Background: an optimization exercise with open tools, aiming at small area. Do not read the settings as production practice.
RTL that was checked went through simulation tests only; none was proved equivalent to the original.
The clock port is modelled as an ideal driver; clocking choices that lean on that would not hold on a real chip.
Power figures rest on the tool's default switching activity, not on a simulated workload.

the reference run:
==> module display, before the edit <==
module display (clk, rst, tick, metronome_clk, state, combo_enable, a0, a1, a2, a3,
    s_th, s_h, s_t, s_u, c_th, c_h, c_t, c_u, seg, an);
input clk, rst, tick, metronome_clk, combo_enable;
input [1:0] state;
input [3:0] a0, a1, a2, a3;
input [4:0] s_th, c_th;
input [3:0] s_h, s_t, s_u, c_h, c_t, c_u;
output reg [6:0] seg;
output [3:0] an;
reg [1:0] PosClockReg;
reg isPosClock;
always @(posedge clk)
    if (rst) begin
        PosClockReg <= 0; isPosClock <= 0;
    end else if (tick) begin
        PosClockReg <= {metronome_clk, PosClockReg[1]};
        isPosClock <= ~PosClockReg[0] & PosClockReg[1];
    end
reg [4:0] tmpx;
reg [3:0] tmpy, tmpz, tmpq;
reg ty_arrow;
reg [1:0] DisReg;
reg ticked;
wire [4:0] th = combo_enable ? c_th : s_th;
wire [3:0] h = combo_enable ? c_h : s_h;
wire [3:0] t = combo_enable ? c_t : s_t;
wire [3:0] u = combo_enable ? c_u : s_u;
wire load_p = tick & (state == 2'd1);
wire load_a = tick & (state == 2'd0) & isPosClock;
wire hold = ~(load_p | load_a);
wire [4:0] x_p = {th[4], th[3] | th[4], th[2:1], th[0] | th[4]};    
always @(posedge clk)
    if (rst) begin
        DisReg <= 0; ticked <= 0;
        tmpx <= 5'b10000; tmpy <= 4'b0000; tmpz <= 4'b0000; tmpq <= 4'b0000; ty_arrow <= 1'b1;
    end else begin
        tmpx <= ({5{load_p}} & x_p) | ({5{load_a}} & {1'b1, a0}) | ({5{hold}} & tmpx);
        tmpy <= ({4{load_p}} & h) | ({4{load_a}} & a1) | ({4{hold}} & tmpy);
        tmpz <= ({4{load_p}} & t) | ({4{load_a}} & a2) | ({4{hold}} & tmpz);
        tmpq <= ({4{load_p}} & u) | ({4{load_a}} & a3) | ({4{hold}} & tmpq);
        ty_arrow <= load_a | (hold & ty_arrow);
        if (tick) begin
            DisReg <= DisReg + 2'd1;
            ticked <= 1;
        end
    end
assign an = ticked ? ~(4'b1000 >> DisReg) : 4'b1111;
reg [4:0] num;
always @*
    case (DisReg)
        2'd0: num = tmpx;
        2'd1: num = {ty_arrow, tmpy};
        2'd2: num = {ty_arrow, tmpz};
        default: num = {ty_arrow, tmpq};
    endcase
always @*
    if (num[4])
        seg = {1'b1, ~num[1], ~num[1], ~num[2], ~num[0], ~num[0], ~num[3]};
    else
        case (num[3:0])
            4'd0: seg = 7'b1000000;
            4'd1: seg = 7'b1111001;
            4'd2: seg = 7'b0100100;
            4'd3: seg = 7'b0110000;
            4'd4: seg = 7'b0011001;
            4'd5: seg = 7'b0010010;
            4'd6: seg = 7'b0000010;
            4'd7: seg = 7'b1111000;
            4'd8: seg = 7'b0000000;
            4'd9: seg = 7'b0011000;
            4'd10: seg = 7'b1111110;    
            4'd11: seg = 7'b1110111;
            4'd12: seg = 7'b1001111;
            4'd13: seg = 7'b1111001;
            4'd14: seg = 7'b1110110;
            default: seg = 7'b1001110;
        endcase
endmodule
export LEC_CHECK = 0
export ABC_AREA = 1
export CAP_MARGIN = 20
export CORE_MARGIN = 2
export CORE_UTILIZATION = 40
export CTS_BUF_LIST = sky130_fd_sc_hd__clkbuf_8
export SLEW_MARGIN = 20
create_clock -name core_clock -period 150.0 [get_ports {clk}]
standard.sh (not shown) runs the stock make flow with config.mk's settings and CLKGATE_MAP_FILE= SYNTH_SCRIPT=/design/flow/synth_recipe.tcl, a recipe that flattens the netlist after the stock synthesis.
==> flow/flow/run.sh <==
#!/bin/bash
# Own flow: the standard synthesis, then the logic (not the flip-flops, which keep their
# names and cell types) mapped again with a stronger ABC area script (deep synthesis, then
# mapping with two rounds of don't-care resynthesis; eight random seeds, the smallest result
# kept), then the standard layout from floorplan to finish with these changes: the
# smallest buffer (buf_1) on each port, one tie cell for the constant outputs, no buffers kept
# from timing-driven global placement, leaf clock buffers downsized where the clock-pin slew
# allows (flow/post_cts.tcl), and the clock tree built from clkbuf_8 without dummy loads.
# Each tool's output goes to a log file in the work folder.
set -euo pipefail
W=$PWD
R=$W/orfs/results/$FLOW_PLATFORM/main/base
YOSYS=$FLOW_HOME/../tools/install/yosys/bin/yosys
LIB=$FLOW_HOME/platforms/sky130hd/lib/sky130_fd_sc_hd__tt_025C_1v80.lib

bash standard.sh synth > synth.log 2>&1
cp "$R/1_2_yosys.v" std.v
sed "s#@LIB@#$LIB#g" flow/remap1.ys > remap1.ys
"$YOSYS" -s remap1.ys > remap1.log 2>&1

for B in 0 4; do
    for S in $((B + 1)) $((B + 2)) $((B + 3)) $((B + 4)); do
        sed "s#@SEED@#$S#g" flow/remap.abc > remap_$S.abc
        sed "s#@LIB@#$LIB#g; s#@WORK@#$W#g; s#@SEED@#$S#g" flow/remap2.ys > remap2_$S.ys
        ( "$YOSYS" -s remap2_$S.ys > remap2_$S.log 2>&1 || true ) &
    done
    wait
done
best=""; best_area=""
for S in 1 2 3 4 5 6 7 8; do
    [[ -s new_$S.v && -s remap_$S.stat ]] || continue
    a=$(awk '/Chip area/ {print $NF}' remap_$S.stat)
    if [[ -z "$best" ]] || awk -v a="$a" -v b="$best_area" 'BEGIN {exit !(a < b)}'; then
        best=$S; best_area=$a
    fi
done
[[ -n "$best" ]]
echo "remap: seed $best, area $best_area" > remap_choice.log
cp new_$best.v "$R/1_2_yosys.v"
rm -f "$R/1_synth.odb" "$R/1_synth.sdc"
bash standard.sh finish "POST_CTS_TCL=$W/flow/post_cts.tcl" "SKIP_REPAIR_TIE_FANOUT=1" "GPL_KEEP_OVERFLOW=0" "BUFFER_PORTS_ARGS=-buffer_cell sky130_fd_sc_hd__buf_1" \
    "CTS_ARGS=-sink_clustering_enable -repair_clock_nets -buf_list sky130_fd_sc_hd__clkbuf_8 -dont_use_dummy_load" \
    > finish.log 2>&1
Other scripts of this flow, unchanged in this note and not shown: flow/flow/post_cts.tcl, flow/flow/remap.abc, flow/flow/remap1.ys, flow/flow/remap2.ys
For the trial run, these inputs were changed with respect to the reference run:
diff --git a/flow/design.v b/flow/design.v
--- a/flow/design.v
+++ b/flow/design.v
@@ -302,22 +302,17 @@
 wire [3:0] t = combo_enable ? c_t : s_t;
 wire [3:0] u = combo_enable ? c_u : s_u;
-wire load_p = tick & (state == 2'd1);
-wire load_a = tick & (state == 2'd0) & isPosClock;
-wire hold = ~(load_p | load_a);
-wire [4:0] x_p = {th[4], th[3] | th[4], th[2:1], th[0] | th[4]};    
 always @(posedge clk)
     if (rst) begin
         DisReg <= 0; ticked <= 0;
         tmpx <= 5'b10000; tmpy <= 4'b0000; tmpz <= 4'b0000; tmpq <= 4'b0000; ty_arrow <= 1'b1;
-    end else begin
-        tmpx <= ({5{load_p}} & x_p) | ({5{load_a}} & {1'b1, a0}) | ({5{hold}} & tmpx);
-        tmpy <= ({4{load_p}} & h) | ({4{load_a}} & a1) | ({4{hold}} & tmpy);
-        tmpz <= ({4{load_p}} & t) | ({4{load_a}} & a2) | ({4{hold}} & tmpz);
-        tmpq <= ({4{load_p}} & u) | ({4{load_a}} & a3) | ({4{hold}} & tmpq);
-        ty_arrow <= load_a | (hold & ty_arrow);
-        if (tick) begin
-            DisReg <= DisReg + 2'd1;
-            ticked <= 1;
+    end else if (tick) begin
+        if (state == 2'd1) begin
+            tmpx <= {th[4], th[3] | th[4], th[2:1], th[0] | th[4]};
+            tmpy <= h; tmpz <= t; tmpq <= u; ty_arrow <= 1'b0;
+        end else if (state == 2'd0 && isPosClock) begin
+            tmpx <= {1'b1, a0}; tmpy <= a1; tmpz <= a2; tmpq <= a3; ty_arrow <= 1'b1;
         end
+        DisReg <= DisReg + 2'd1;
+        ticked <= 1;
     end
 assign an = ticked ? ~(4'b1000 >> DisReg) : 4'b1111;
The trial run vs. the reference run: total power draw decreased by 3.1% relative to the old numbers, combinational power -about 6%. Compared with the reference run, the trial run shows a lower clock latency on the worst-skew pair. NOTE: fraction of standard cell area in multi-input logic in the trial run exceeds that of the reference run. On synthesized cell count, the higher figure sits with the trial run, not the reference run. Between the reference run and the trial run, the difference in total routing resource utilization after global routing is negligible.
No functional check of the RTL was part of the reference run.

port drivers added, routing unchanged:
How much do the figures lean on ideal ports? The routed layouts below were timed once more, with nothing changed but the port constraints.
Step 1 assumes that a clkbuf_16 drives the clock port and a buf_2 every other input.
Step 2 moves the port delays by t, midway between the first and last clock arrival at a register: inputs arrive t later, outputs are due t later. That takes back most of the time a late clock gives input paths.
a / b / c = ideal / step 1 / step 2; a / b = the first two.
run | shift t [ns] | setup slack, ns | worst slew at a driven data input, ns
the reference run | 0.489 | 116.706 / 116.724 / 116.236 | 0.03
the trial run | 0.470 | 116.820 / 116.839 / 116.369 | 0.03
After both steps every run listed still meets setup and hold. For the reference run, which loses most, drivers alone change the setup slack by +0.018 ns; drivers and shift together by -0.470 ns.
